What follows belongs to an exercise in optimizing a design on an open flow for small area; a production flow would make more cautious choices.
In this exercise RTL edits were held to simulation tests only and were not proved equivalent to the original.
The clock input has no modelled driver; a real chip could not lean on it and would need a root buffer or a full tree.
Power and IR drop assume default switching activity.

Design FSM, start of the top module:
module FSM(
    input clk,
    input rst,
    input btnL,
    input btnR,
    input [7:0] sw,
    output [3:0] an,
    output reg [6:0] seg,
    output reg [3:0] led
    );
==> module FSM, before the edit <==
module FSM(
    input clk,
    input rst,
    input btnL,
    input btnR,
    input [7:0] sw,
    output [3:0] an,
    output reg [6:0] seg,
    output reg [3:0] led
    );
    reg [8:0] d;
    reg [2:0] q5;
    reg [1:0] dig;
    wire wrap = (d == 9'd55);
    wire rise = (d == 9'd27) & q5[2] & ~q5[1] & ~dig[0];
    always @(posedge clk) begin
        if (rst) begin
            d   <= 9'd311;
            q5  <= 3'd0;
            dig <= 2'd0;
        end else begin
            d <= {d[7:0], d[8] ^ d[4] ^ wrap};
            if (wrap) begin
                q5  <= {q5[1], q5[0], ~(q5[2] | q5[1])};
                dig <= {dig[1] ^ dig[0], ~dig[0]};
            end
        end
    end
    reg q1l, dl, q1r, pr;
    always @(posedge clk) begin
        if (rst) begin
            q1l <= 1'b0;
            dl  <= 1'b0;
            q1r <= 1'b0;
        end else if (rise) begin
            q1l <= btnL;
            dl  <= btnL & ~q1l;
            q1r <= btnR;
        end
    end
    always @(posedge clk)
        pr <= ~rst & rise & btnR & ~q1r;
    reg [1:0] s;
    reg [7:0] op1, op2;
    wire sub   = sw[2];
    wire arith = (sw[2:0] == 3'd3) | (sw[2:0] == 3'd4);
    wire orop  = (sw[2:0] == 3'd2);
    wire sel_m = (sw[2:0] == 3'd1) | orop;
    wire sel_s = (sw[2:0] == 3'd0) | arith;
    wire [7:0] bb = op2 ^ {8{sub}};
    wire [8:0] x;
    wire [7:0] m, sm;
    assign x[0] = arith ? sub : orop;
    genvar i;
    generate
        for (i = 0; i < 8; i = i + 1) begin : fa
            assign sm[i] = op1[i] ^ bb[i] ^ x[i];
            assign m[i] = (op1[i] & bb[i]) | (op1[i] & x[i]) | (bb[i] & x[i]);
            assign x[i+1] = arith ? m[i] : orop;
        end
    endgenerate
    wire [7:0] alu = ({8{sel_m}} & m) | ({8{sel_s}} & sm);
    always @(posedge clk) begin
        if (rst) begin
            s   <= 2'd0;
            op1 <= 8'd0;
            op2 <= 8'd0;
        end else begin
            if (dl)
                s <= 2'd0;
            else if (pr && s != 2'd3)
                s <= s + 2'd1;
            case (s)
                2'd0: if (pr) op1 <= sw;
                2'd1: if (pr) op2 <= sw;
                2'd2: if (pr && !dl) begin
                          op1 <= alu;
                          op2 <= 8'd0;
                      end
                2'd3: if (dl) begin
                          op1 <= 8'd0;
                          op2 <= 8'd0;
                      end
            endcase
        end
    end
    always @(*) begin
        case (s)
            2'd0: led = 4'b0001;
            2'd1: led = 4'b0010;
            2'd2: led = 4'b0100;
            2'd3: led = 4'b1000;
        endcase
    end
    reg [3:0] nib;
    always @(*) begin
        case (dig)
            2'd0: nib = op1[3:0];
            2'd1: nib = op1[7:4];
            2'd2: nib = op2[3:0];
            2'd3: nib = op2[7:4];
        endcase
    end
    assign an = ~(4'b0001 << dig);
    always @(*) begin
        case (nib)
            4'h0: seg = 7'b0000001;
            4'h1: seg = 7'b1001111;
            4'h2: seg = 7'b0010010;
            4'h3: seg = 7'b0000110;
            4'h4: seg = 7'b1001100;
            4'h5: seg = 7'b0100100;
            4'h6: seg = 7'b0100000;
            4'h7: seg = 7'b0001111;
            4'h8: seg = 7'b0000000;
            4'h9: seg = 7'b0000100;
            4'ha: seg = 7'b0001000;
            4'hb: seg = 7'b1100000;
            4'hc: seg = 7'b0110001;
            4'hd: seg = 7'b1000010;
            4'he: seg = 7'b0110000;
            4'hf: seg = 7'b0111000;
        endcase
    end
endmodule
clock: 10.0 ns
lec_check: 0
abc_area: 1
cap_margin: 20
core_area: 2.3 2.72 60.7 60.3
die_area: 0 0 63 63
gpl_timing_driven: 0
slew_margin: 20
standard.sh (not shown) runs the stock make flow with config.mk's settings and CLKGATE_MAP_FILE= SYNTH_SCRIPT=/design/flow/synth_recipe.tcl, a recipe that flattens the netlist after the stock synthesis.
==> flow/flow/run.sh <==
#!/bin/bash
# Layout flow:
# 1. the standard synthesis script, without the adder-cell extraction;
# 2. its combinational logic re-mapped for area by ABC in rounds: each round
#    starts several seeded runs (deepsyn, then mapping) from the smallest
#    netlist so far; flip-flops are untouched and the result is proven equal
#    to step 1's netlist with yosys;
# 3. the standard ORFS layout, with buf_1 port buffers and the clock buffered
#    by a few buffers from flow/clkbuf.tcl in place of TritonCTS's tree.
set -uo pipefail
W=$(pwd)
RES=$W/orfs/results/$FLOW_PLATFORM/FSM/base
LIB=$FLOW_HOME/platforms/sky130hd/lib/sky130_fd_sc_hd__tt_025C_1v80.lib
P=${NUM_CORES:-4}
ROUNDS=12

bash standard.sh ADDER_MAP_FILE= $RES/1_2_yosys.v > 1_synth.log 2>&1 || exit 1
cp $RES/1_2_yosys.v $W/synth_std.v

subst() {  # template out in.v out.v abc-script
  sed -e "s|@LIB@|$LIB|g" -e "s|@IN@|$3|g" -e "s|@OUT@|$4|g" \
      -e "s|@ABC@|$5|g" -e "s|@TOP@|$FLOW_TOP|g" "$1" > "$2"
}
area_of() { grep "Chip area" "$1" 2>/dev/null | tail -1 | awk '{print $NF}'; }

mkdir -p rs
best=$W/synth_std.v
best_area=1e9
for r in $(seq 1 $ROUNDS); do
  for c in $(seq 1 $P); do
    seed=$(( (r * P + c) % 101 ))
    if [ $c -eq $P ]; then map="&get -n; &dch -f; &nf -a -p -R 1000; &put"; else map="dch -f; amap"; fi
    echo "strash; &get -n; &deepsyn -T 20 -S $seed; &put; $map" | tr ';' '\n' > rs/r${r}_$c.abc
    subst flow/resynth.ys rs/r${r}_$c.ys $best $W/rs/r${r}_$c.v $W/rs/r${r}_$c.abc
  done
  for c in $(seq 1 $P); do echo $c; done | \
    xargs -P $P -I{} sh -c "yosys -s rs/r${r}_{}.ys > rs/r${r}_{}.log 2>&1"
  for c in $(seq 1 $P); do
    a=$(area_of rs/r${r}_$c.log)
    [ -z "$a" ] && continue
    if awk "BEGIN{exit !($a < $best_area)}"; then best=$W/rs/r${r}_$c.v; best_area=$a; fi
  done
  echo "round $r: best so far $best_area ($best)"
done

if [ "$best" != "$W/synth_std.v" ]; then
  subst flow/equiv.ys equiv.ys $W/synth_std.v $best none
  if yosys -s equiv.ys > 2_equiv.log 2>&1; then
    echo "re-mapped netlist $best ($best_area) proven equal; using it"
    cp $best $RES/1_2_yosys.v
    touch $RES/1_2_yosys.v
  else
    echo "re-mapped netlist not proven equal; keeping the standard netlist"
  fi
fi

export FLOW_FLOW_DIR=$W/flow
export FLOW_CLOCK_SLEW_LIMIT=0.110
bash standard.sh \
  "BUFFER_PORTS_ARGS=-buffer_cell sky130_fd_sc_hd__buf_1" \
  "PRE_CTS_TCL=$W/flow/pre_cts.tcl" \
  finish > 3_layout.log 2>&1 || exit 1
Other scripts of this flow, unchanged in this note and not shown: flow/flow/clkbuf.tcl, flow/flow/equiv.ys, flow/flow/pre_cts.tcl, flow/flow/resynth.ys
Change:
--- a/flow/design.v
+++ b/flow/design.v
@@ -12,9 +12,9 @@
     reg [8:0] d;
     reg [2:0] q5;
     reg [1:0] dig;
     wire wrap = (d == 9'd55);
-    wire rise = (d == 9'd27) & q5[2] & ~q5[1] & ~dig[0];
+    wire rise = (d[6:0] == 7'd27) & ~d[8] & q5[2] & ~q5[1] & ~dig[0];
     always @(posedge clk) begin
         if (rst) begin
             d   <= 9'd311;
             q5  <= 3'd0;
@@ -26,22 +26,22 @@
                 dig <= {dig[1] ^ dig[0], ~dig[0]};
             end
         end
     end
-    reg q1l, dl, q1r, pr;
+    reg q1l, pl, q1r, pr;
     always @(posedge clk) begin
         if (rst) begin
             q1l <= 1'b0;
-            dl  <= 1'b0;
             q1r <= 1'b0;
         end else if (rise) begin
             q1l <= btnL;
-            dl  <= btnL & ~q1l;
             q1r <= btnR;
         end
     end
-    always @(posedge clk)
+    always @(posedge clk) begin
+        pl <= ~rst & rise & btnL & ~q1l;
         pr <= ~rst & rise & btnR & ~q1r;
+    end
     reg [1:0] s;
     reg [7:0] op1, op2;
     wire sub   = sw[2];
     wire arith = (sw[2:0] == 3'd3) | (sw[2:0] == 3'd4);
@@ -66,20 +66,20 @@
             s   <= 2'd0;
             op1 <= 8'd0;
             op2 <= 8'd0;
         end else begin
-            if (dl)
+            if (pl)
                 s <= 2'd0;
             else if (pr && s != 2'd3)
                 s <= s + 2'd1;
             case (s)
                 2'd0: if (pr) op1 <= sw;
                 2'd1: if (pr) op2 <= sw;
-                2'd2: if (pr && !dl) begin
+                2'd2: if (pr && !pl) begin
                           op1 <= alu;
                           op2 <= 8'd0;
                       end
-                2'd3: if (dl) begin
+                2'd3: if (pl) begin
                           op1 <= 8'd0;
                           op2 <= 8'd0;
                       end
             endcase
Effect: Design area grows by 1.9%. Synthesized area went up by 1.1%. Critical path depth goes down by 1. Fmax goes down by 4.9%. Power came out higher by 2.3%. Clock power climbs by 4.2%. Via count increases by 3.7%. Sequential cell count stays the same. Combinational power goes up by 15%. Core utilization came out higher by 1.1 points. Worst hold slack loses 9.4 ps. First-iteration DRC count climbs by 44%. Setup slack degrades by 240 ps. Cell count came out higher by 1.2%.
In every run of this note, the design's own scripts or RTL, not TritonCTS, make the clock network.

re-timing with driven ports:
The results above use ideal ports. As a check the final layouts listed here were re-extracted and re-timed, cells and wires unchanged. Step 1 assumes that a clkbuf_16 drives the clock port and a buf_2 every other input. Step 2 moves the port delays by t, midway between the first and last clock arrival at a register: inputs arrive t later, outputs are due t later. That takes back most of the time a late clock gives input paths. a / b / c = no drivers / after step 1 / after step 2; a / b = the first two.
| run | shift t [ns] | setup slack, ns | worst slew at a driven data input, ns |
|---|---|---|---|
| the first run | 0.163 | 5.390 / 5.410 / 5.247 | 0.03 |
| the second run | 0.167 | 5.154 / 5.113 / 5.214 | 0.03 |
After both steps setup and hold are still met in every run listed. The setup slack of the first run, which loses most, moves by +0.020 ns with the drivers and by -0.143 ns with both steps.
